From an optimization exercise on the open Yosys and OpenROAD flow, aimed at small area, a short achievable clock period and few clock cycles per item; shortcuts taken in it are not production practice. Only simulation tests tie the RTL to the original design; equivalence was not proved. Power is estimated from default activity; no workload was simulated.

==> run A: inputs <==
Design cache, start of the top module:
module cache(
    clk,
    proc_reset,
    proc_read,
    proc_write,
    proc_addr,
    proc_rdata,
    proc_wdata,
    proc_stall,
    mem_read,
    mem_write,
    mem_addr,
    mem_rdata,
    mem_wdata,
    mem_ready
);
==> module cache, before the edit <==
module cache(
    clk,
    proc_reset,
    proc_read,
    proc_write,
    proc_addr,
    proc_rdata,
    proc_wdata,
    proc_stall,
    mem_read,
    mem_write,
    mem_addr,
    mem_rdata,
    mem_wdata,
    mem_ready
);
    input          clk;
    input          proc_reset;
    input          proc_read, proc_write;
    input   [29:0] proc_addr;
    input   [31:0] proc_wdata;
    output         proc_stall;
    output  [31:0] proc_rdata;
    input  [127:0] mem_rdata;
    input          mem_ready;
    output         mem_read, mem_write;
    output  [27:0] mem_addr;
    output [127:0] mem_wdata;
    localparam S_IDLE = 2'd0;
    localparam S_RD   = 2'd1;
    localparam S_WR   = 2'd2;
    reg  [1:0]   state;
    reg  [1:0]   next_state;
    wire [24:0]  tag    = proc_addr[29:5];
    wire [2:0]   index  = proc_addr[4:2];
    wire [1:0]   offset = proc_addr[1:0];
    wire s_idle = (state == S_IDLE);
    wire s_rd   = (state == S_RD);
    wire s_wr   = (state == S_WR);
    wire req    = proc_read || proc_write;
    reg  [127:0] fill;
    always @(*) begin
        fill = mem_rdata;
        if (proc_write) fill[offset*32 +: 32] = proc_wdata;
    end
    reg  [7:0]   valid;
    wire [7:0]   line_hit;
    wire [127:0] line_data [0:7];
    wire [7:0]   sel = 8'b1 << index;
    genvar gi, gw;
    generate
        for (gi = 0; gi < 8; gi = gi + 1) begin : g_line
            reg  [24:0]  ltag;
            reg  [127:0] ldata;
            cache_tag_cmp u_cmp (
                .v(valid[gi]), .a(ltag), .b(tag), .hit(line_hit[gi])
            );
            assign line_data[gi] = ldata;
            always @(posedge clk)
                if (sel[gi] && s_rd) ltag <= tag;
            for (gw = 0; gw < 4; gw = gw + 1) begin : g_word
                always @(posedge clk)
                    if (sel[gi] && (s_rd || (s_wr && offset == gw)))
                        ldata[gw*32 +: 32] <= fill[gw*32 +: 32];
            end
        end
    endgenerate
    wire         hit;
    wire [127:0] line;
    wire [7:0]   hsel;
    cache_dec8 u_hdec (.index(index), .sel(hsel));
    cache_hsel8 u_hsel (.sel(hsel), .d(line_hit), .q(hit));
    genvar gv;
    generate
        for (gv = 0; gv < 4; gv = gv + 1) begin : g_lword
            wire [7:0] dsel;
            cache_dec8 u_dec (.index(index), .sel(dsel));
            cache_wsel8 u_wsel (
                .sel(dsel),
                .d0(line_data[0][gv*32 +: 32]), .d1(line_data[1][gv*32 +: 32]),
                .d2(line_data[2][gv*32 +: 32]), .d3(line_data[3][gv*32 +: 32]),
                .d4(line_data[4][gv*32 +: 32]), .d5(line_data[5][gv*32 +: 32]),
                .d6(line_data[6][gv*32 +: 32]), .d7(line_data[7][gv*32 +: 32]),
                .q(line[gv*32 +: 32])
            );
        end
    endgenerate
    wire [3:0] wsel = {offset == 2'd3, offset == 2'd2, offset == 2'd1, offset == 2'd0};
    wire       done;
    cache_rsel8 u_rsel (
        .sel({{4{s_rd}} & wsel, {4{!s_rd}} & wsel}),
        .d0(line[31:0]),       .d1(line[63:32]),
        .d2(line[95:64]),      .d3(line[127:96]),
        .d4(mem_rdata[31:0]),  .d5(mem_rdata[63:32]),
        .d6(mem_rdata[95:64]), .d7(mem_rdata[127:96]),
        .q(proc_rdata)
    );
    reg  [127:0] merged;
    integer mw;
    always @(*)
        for (mw = 0; mw < 4; mw = mw + 1)
            merged[mw*32 +: 32] = wsel[mw] ? proc_wdata : line[mw*32 +: 32];
    assign mem_addr   = proc_addr[29:2];
    assign mem_wdata  = merged;
    assign proc_stall = !done;
    cache_ctl_out u_ctl (
        .hit(hit),
        .go_rd(s_idle && proc_read && !proc_write),
        .go_wr(s_idle && proc_write),
        .ready_done(mem_ready && (s_wr || (s_rd && !proc_write))),
        .s_rd(s_rd), .s_wr(s_wr),
        .mem_read(mem_read), .mem_write(mem_write), .done(done)
    );
    always @(*) begin
        next_state = state;
        case (state)
            S_IDLE: if (proc_write && hit)                      next_state = S_WR;
                    else if ((proc_read || proc_write) && !hit) next_state = S_RD;
            S_RD:   if (mem_ready) next_state = proc_write ? S_WR : S_IDLE;
            S_WR:   if (mem_ready) next_state = S_IDLE;
            default:               next_state = S_IDLE;
        endcase
    end
    always @(posedge clk or posedge proc_reset) begin
        if (proc_reset) begin
            state <= S_IDLE;
            valid <= 8'b0;
        end else begin
            state <= next_state;
            if (s_rd) valid[index] <= 1'b1;
        end
    end
endmodule
==> module cache_rsel8, before the edit <==
module cache_rsel8(sel, d0, d1, d2, d3, d4, d5, d6, d7, q);
    input  [7:0]   sel;
    input  [31:0] d0, d1, d2, d3, d4, d5, d6, d7;
    output [31:0] q;
    assign q = ({32{sel[0]}} & d0) | ({32{sel[1]}} & d1)
             | ({32{sel[2]}} & d2) | ({32{sel[3]}} & d3)
             | ({32{sel[4]}} & d4) | ({32{sel[5]}} & d5)
             | ({32{sel[6]}} & d6) | ({32{sel[7]}} & d7);
endmodule
==> module cache_dec8, before the edit <==
module cache_dec8(index, sel);
    input  [2:0] index;
    output [7:0] sel;
    assign sel = 8'b1 << index;
endmodule
==> module cache_hsel8, before the edit <==
module cache_hsel8(sel, d, q);
    input  [7:0] sel;
    input  [7:0] d;
    output       q;
    assign q = |(sel & d);
endmodule
==> module cache_wsel8, before the edit <==
module cache_wsel8(sel, d0, d1, d2, d3, d4, d5, d6, d7, q);
    input  [7:0]  sel;
    input  [31:0] d0, d1, d2, d3, d4, d5, d6, d7;
    output [31:0] q;
    assign q = ({32{sel[0]}} & d0) | ({32{sel[1]}} & d1)
             | ({32{sel[2]}} & d2) | ({32{sel[3]}} & d3)
             | ({32{sel[4]}} & d4) | ({32{sel[5]}} & d5)
             | ({32{sel[6]}} & d6) | ({32{sel[7]}} & d7);
endmodule
export LEC_CHECK = 0
export CAP_MARGIN = 20
export CORE_MARGIN = 2
export CORE_UTILIZATION = 40
export SETUP_SLACK_MARGIN = 2.0
export SLEW_MARGIN = 20
export SYNTH_HIERARCHICAL = 1
export TNS_END_PERCENT = 0
create_clock -name core_clock -period 5.0 [get_ports {clk}]
standard.sh (not shown) runs the stock make flow with config.mk's settings and CLKGATE_MAP_FILE= SYNTH_SCRIPT=/design/flow/synth_recipe.tcl, a recipe that flattens the netlist after the stock synthesis.
==> flow/flow/run.sh <==
#!/bin/bash
# Layout flow: the standard ORFS flow (standard.sh, standard synthesis
# unchanged), with two changes to how the layout is made:
#  - the port buffers that global placement inserts are buf_2 cells rather
#    than the delay cells the resizer picks by default;
#  - clock tree synthesis runs with ORFS's default arguments plus
#    -dont_use_dummy_load, so no dummy loads are added to the clock tree,
#    and with sinks clustered up to 22 to a leaf buffer (at most 100 um across).
# make's full output goes to standard.log in this folder; ORFS's per-step
# logs stay under orfs/logs/.
set -euo pipefail
export BUFFER_PORTS_ARGS="-buffer_cell sky130_fd_sc_hd__buf_2"
export CTS_ARGS="-sink_clustering_enable -repair_clock_nets -dont_use_dummy_load -sink_clustering_size 22 -sink_clustering_max_diameter 100"
bash standard.sh > standard.log 2>&1
==> inputs of run X, as changes to run A <==
--- a/flow/design.v
+++ b/flow/design.v
@@ -67,37 +67,22 @@
     endgenerate
-    wire         hit;
-    wire [127:0] line;
-    wire [7:0]   hsel;
-    cache_dec8 u_hdec (.index(index), .sel(hsel));
-    cache_hsel8 u_hsel (.sel(hsel), .d(line_hit), .q(hit));
-    genvar gv;
-    generate
-        for (gv = 0; gv < 4; gv = gv + 1) begin : g_lword
-            wire [7:0] dsel;
-            cache_dec8 u_dec (.index(index), .sel(dsel));
-            cache_wsel8 u_wsel (
-                .sel(dsel),
-                .d0(line_data[0][gv*32 +: 32]), .d1(line_data[1][gv*32 +: 32]),
-                .d2(line_data[2][gv*32 +: 32]), .d3(line_data[3][gv*32 +: 32]),
-                .d4(line_data[4][gv*32 +: 32]), .d5(line_data[5][gv*32 +: 32]),
-                .d6(line_data[6][gv*32 +: 32]), .d7(line_data[7][gv*32 +: 32]),
-                .q(line[gv*32 +: 32])
-            );
-        end
-    endgenerate
-    wire [3:0] wsel = {offset == 2'd3, offset == 2'd2, offset == 2'd1, offset == 2'd0};
-    wire       done;
-    cache_rsel8 u_rsel (
-        .sel({{4{s_rd}} & wsel, {4{!s_rd}} & wsel}),
-        .d0(line[31:0]),       .d1(line[63:32]),
-        .d2(line[95:64]),      .d3(line[127:96]),
-        .d4(mem_rdata[31:0]),  .d5(mem_rdata[63:32]),
-        .d6(mem_rdata[95:64]), .d7(mem_rdata[127:96]),
-        .q(proc_rdata)
+    wire [128:0] picked;
+    cache_sel8 u_sel (
+        .sel(sel),
+        .d0({line_hit[0], line_data[0]}), .d1({line_hit[1], line_data[1]}),
+        .d2({line_hit[2], line_data[2]}), .d3({line_hit[3], line_data[3]}),
+        .d4({line_hit[4], line_data[4]}), .d5({line_hit[5], line_data[5]}),
+        .d6({line_hit[6], line_data[6]}), .d7({line_hit[7], line_data[7]}),
+        .q(picked)
     );
+    wire         hit  = picked[128];
+    wire [127:0] line = picked[127:0];
     reg  [127:0] merged;
-    integer mw;
-    always @(*)
-        for (mw = 0; mw < 4; mw = mw + 1)
-            merged[mw*32 +: 32] = wsel[mw] ? proc_wdata : line[mw*32 +: 32];
+    always @(*) begin
+        merged = line;
+        merged[offset*32 +: 32] = proc_wdata;
+    end
+    wire [31:0] cache_word = line[offset*32 +: 32];
+    wire [31:0] mem_word   = mem_rdata[offset*32 +: 32];
+    wire        done;
+    assign proc_rdata = s_rd ? mem_word : cache_word;
     assign mem_addr   = proc_addr[29:2];
@@ -139,10 +124,10 @@
 endmodule
-module cache_rsel8(sel, d0, d1, d2, d3, d4, d5, d6, d7, q);
+module cache_sel8(sel, d0, d1, d2, d3, d4, d5, d6, d7, q);
     input  [7:0]   sel;
-    input  [31:0] d0, d1, d2, d3, d4, d5, d6, d7;
-    output [31:0] q;
-    assign q = ({32{sel[0]}} & d0) | ({32{sel[1]}} & d1)
-             | ({32{sel[2]}} & d2) | ({32{sel[3]}} & d3)
-             | ({32{sel[4]}} & d4) | ({32{sel[5]}} & d5)
-             | ({32{sel[6]}} & d6) | ({32{sel[7]}} & d7);
+    input  [128:0] d0, d1, d2, d3, d4, d5, d6, d7;
+    output [128:0] q;
+    assign q = ({129{sel[0]}} & d0) | ({129{sel[1]}} & d1)
+             | ({129{sel[2]}} & d2) | ({129{sel[3]}} & d3)
+             | ({129{sel[4]}} & d4) | ({129{sel[5]}} & d5)
+             | ({129{sel[6]}} & d6) | ({129{sel[7]}} & d7);
 endmodule
@@ -156,21 +141 @@
 endmodule
-module cache_dec8(index, sel);
-    input  [2:0] index;
-    output [7:0] sel;
-    assign sel = 8'b1 << index;
-endmodule
-module cache_hsel8(sel, d, q);
-    input  [7:0] sel;
-    input  [7:0] d;
-    output       q;
-    assign q = |(sel & d);
-endmodule
-module cache_wsel8(sel, d0, d1, d2, d3, d4, d5, d6, d7, q);
-    input  [7:0]  sel;
-    input  [31:0] d0, d1, d2, d3, d4, d5, d6, d7;
-    output [31:0] q;
-    assign q = ({32{sel[0]}} & d0) | ({32{sel[1]}} & d1)
-             | ({32{sel[2]}} & d2) | ({32{sel[3]}} & d3)
-             | ({32{sel[4]}} & d4) | ({32{sel[5]}} & d5)
-             | ({32{sel[6]}} & d6) | ({32{sel[7]}} & d7);
-endmodule
==> flow/run.sh (new file) <==
#!/bin/bash
# synth_recipe.tcl (not shown) runs the flow's synth.tcl, then flattens the netlist and writes it again
# the make line also repeats each setting of config.mk as NAME=value (left out here)
make -C /OpenROAD-flow-scripts/flow DESIGN_CONFIG=/design/flow/config.mk WORK_HOME=/design/flow/orfs CLKGATE_MAP_FILE= SYNTH_SCRIPT=/design/flow/synth_recipe.tcl finish
removed: flow/flow/run.sh
removed: flow/standard.sh
==> inputs of run F, as changes to run A <==
--- a/flow/design.v
+++ b/flow/design.v
@@ -67,23 +67,23 @@
     endgenerate
-    wire         hit;
-    wire [127:0] line;
-    wire [7:0]   hsel;
-    cache_dec8 u_hdec (.index(index), .sel(hsel));
-    cache_hsel8 u_hsel (.sel(hsel), .d(line_hit), .q(hit));
-    genvar gv;
+    wire hit;
+    cache_hsel8 u_hsel (.sel(sel), .d(line_hit), .q(hit));
+    wire [3:0]  wsel = {offset == 2'd3, offset == 2'd2, offset == 2'd1, offset == 2'd0};
+    wire [3:0]  psel = {4{proc_write}} & wsel;
+    wire [31:0] lsel;
+    genvar gs, gt;
     generate
-        for (gv = 0; gv < 4; gv = gv + 1) begin : g_lword
-            wire [7:0] dsel;
-            cache_dec8 u_dec (.index(index), .sel(dsel));
-            cache_wsel8 u_wsel (
-                .sel(dsel),
-                .d0(line_data[0][gv*32 +: 32]), .d1(line_data[1][gv*32 +: 32]),
-                .d2(line_data[2][gv*32 +: 32]), .d3(line_data[3][gv*32 +: 32]),
-                .d4(line_data[4][gv*32 +: 32]), .d5(line_data[5][gv*32 +: 32]),
-                .d6(line_data[6][gv*32 +: 32]), .d7(line_data[7][gv*32 +: 32]),
-                .q(line[gv*32 +: 32])
-            );
+        for (gs = 0; gs < 8; gs = gs + 1) begin : g_lsel
+            for (gt = 0; gt < 4; gt = gt + 1) begin : g_wsel
+                assign lsel[gs*4+gt] = sel[gs] && !psel[gt];
+            end
         end
     endgenerate
-    wire [3:0] wsel = {offset == 2'd3, offset == 2'd2, offset == 2'd1, offset == 2'd0};
+    wire [127:0] merged;
+    cache_merge u_merge (
+        .lsel(lsel), .psel(psel),
+        .d({line_data[7], line_data[6], line_data[5], line_data[4],
+            line_data[3], line_data[2], line_data[1], line_data[0]}),
+        .pw(proc_wdata),
+        .q(merged)
+    );
     wire       done;
@@ -91,4 +91,4 @@
         .sel({{4{s_rd}} & wsel, {4{!s_rd}} & wsel}),
-        .d0(line[31:0]),       .d1(line[63:32]),
-        .d2(line[95:64]),      .d3(line[127:96]),
+        .d0(merged[31:0]),     .d1(merged[63:32]),
+        .d2(merged[95:64]),    .d3(merged[127:96]),
         .d4(mem_rdata[31:0]),  .d5(mem_rdata[63:32]),
@@ -97,7 +97,2 @@
     );
-    reg  [127:0] merged;
-    integer mw;
-    always @(*)
-        for (mw = 0; mw < 4; mw = mw + 1)
-            merged[mw*32 +: 32] = wsel[mw] ? proc_wdata : line[mw*32 +: 32];
     assign mem_addr   = proc_addr[29:2];
@@ -139,2 +134,24 @@
 endmodule
+module cache_hsel8(sel, d, q);
+    input  [7:0] sel;
+    input  [7:0] d;
+    output       q;
+    assign q = |(sel & d);
+endmodule
+module cache_merge(lsel, psel, d, pw, q);
+    input  [31:0]   lsel;
+    input  [3:0]    psel;
+    input  [1023:0] d;
+    input  [31:0]   pw;
+    output [127:0]  q;
+    reg    [127:0]  q;
+    integer i, w;
+    always @(*) begin
+        for (w = 0; w < 4; w = w + 1) begin
+            q[32*w +: 32] = {32{psel[w]}} & pw;
+            for (i = 0; i < 8; i = i + 1)
+                q[32*w +: 32] = q[32*w +: 32] | ({32{lsel[4*i+w]}} & d[128*i + 32*w +: 32]);
+        end
+    end
+endmodule
 module cache_rsel8(sel, d0, d1, d2, d3, d4, d5, d6, d7, q);
@@ -156,21 +173 @@
 endmodule
-module cache_dec8(index, sel);
-    input  [2:0] index;
-    output [7:0] sel;
-    assign sel = 8'b1 << index;
-endmodule
-module cache_hsel8(sel, d, q);
-    input  [7:0] sel;
-    input  [7:0] d;
-    output       q;
-    assign q = |(sel & d);
-endmodule
-module cache_wsel8(sel, d0, d1, d2, d3, d4, d5, d6, d7, q);
-    input  [7:0]  sel;
-    input  [31:0] d0, d1, d2, d3, d4, d5, d6, d7;
-    output [31:0] q;
-    assign q = ({32{sel[0]}} & d0) | ({32{sel[1]}} & d1)
-             | ({32{sel[2]}} & d2) | ({32{sel[3]}} & d3)
-             | ({32{sel[4]}} & d4) | ({32{sel[5]}} & d5)
-             | ({32{sel[6]}} & d6) | ({32{sel[7]}} & d7);
-endmodule
==> results.txt <==
| quantity | run A | run F | run X |
|---|---|---|---|
| Run status | timing/DRC/antenna clean | timing/DRC/antenna clean | timing/DRC/antenna clean |
| Stage delay of the slowest cell on the critical path | 290 ps | 300 ps | 670 ps |
| Count of non-filler cells in the finished layout | 5215 | 5081 | 5714 |
| Overall die width | 358 microns | 356 microns | 361 microns |
| Layout overhead on the synthesized area | 17.3% | 19.0% | 30.4% |
| Setup skew after layout | 67.6 ps | 62.3 ps | 44.2 ps |
| Combinational group power | 0.00401 W | 0.00396 W | 0.00491 W |
| Number of placed instances with taps included | 5004 | 4835 | 5328 |
| Starting utilization of the core area | 40.2% | 40.1% | 40.4% |
| Clock network power share | 25.3% | 25.4% | 36.0% |
| Tightest Hold Check Type | input port to async pin | input port to async pin | flop to flop |
| Multiplexer fraction of the synthesized cell area | 2.87% | 0% | 3.57% |
| Fmax | 246 MHz | 215 MHz | 222 MHz |
| Part of the total power dissipated in sequential elements | 56.3% | 56.5% | 45.8% |
| Switching power | 0.00612 W | 0.00614 W | 0.00721 W |
| Total power | 0.0219 W | 0.0218 W | 0.0270 W |
| Power density of the placed cells | 371 mW/mm^2 | 371 mW/mm^2 | 406 mW/mm^2 |
| Max H-tree Level | 3 | 3 | 4 |
| Number of vias per cell | 6.45 | 6.36 | 6.05 |
| GR Layer Usage met1 | 38.6% | 36.4% | 35.7% |
| Final Util | 47.1% | 47.8% | 52.7% |
| Min cycle time layout | 4060 ps | 4640 ps | 4510 ps |
| Share of the clock period used by the worst path after layout | 81.2% | 92.9% | 90.1% |
| Pin count of the biggest net entering global routing | 50 | 36 | 65 |
Testbench counts of run A, summed over its fixed seeds: cycles 109,150, items 32,000.
Testbench counts of run X, summed over its fixed seeds: cycles 109,150, items 32,000.
Testbench counts of run F, summed over its fixed seeds: cycles 109,150, items 32,000.

-- what the ideal ports hide --
In the flow no input, the clock included, has a driving cell. The finished layouts below were timed again as built, in two steps. Step 1 assumes that a clkbuf_16 drives the clock port and a buf_2 every other input. Step 2 also shifts input and output timing later by t, the mid clock arrival at the registers, as if the neighbouring blocks saw the same clock. a / b / c = ideal ports / drivers / drivers and shift; a / b = the first two.
run	t (ns)	slack for setup (ns)	worst hold slack (ns)	slew at the worst register clock pin (ns)	cell pins on the clock port's net
run A	0.726	0.938 / 0.567 / 0.567	0.363 / 0.304 / 0.485	0.09 / 0.09	1
run X	0.826	0.494 / 0.461 / 0.461	0.458 / 0.458 / 0.458	0.07 / 0.07	1
run F	0.709	0.356 / 0.206 / 0.206	0.358 / 0.313 / 0.482	0.10 / 0.10	1
After both steps setup and hold are still met in every run listed. The setup slack of run A, which loses most, moves by -0.371 ns with the drivers and by -0.371 ns with both steps.
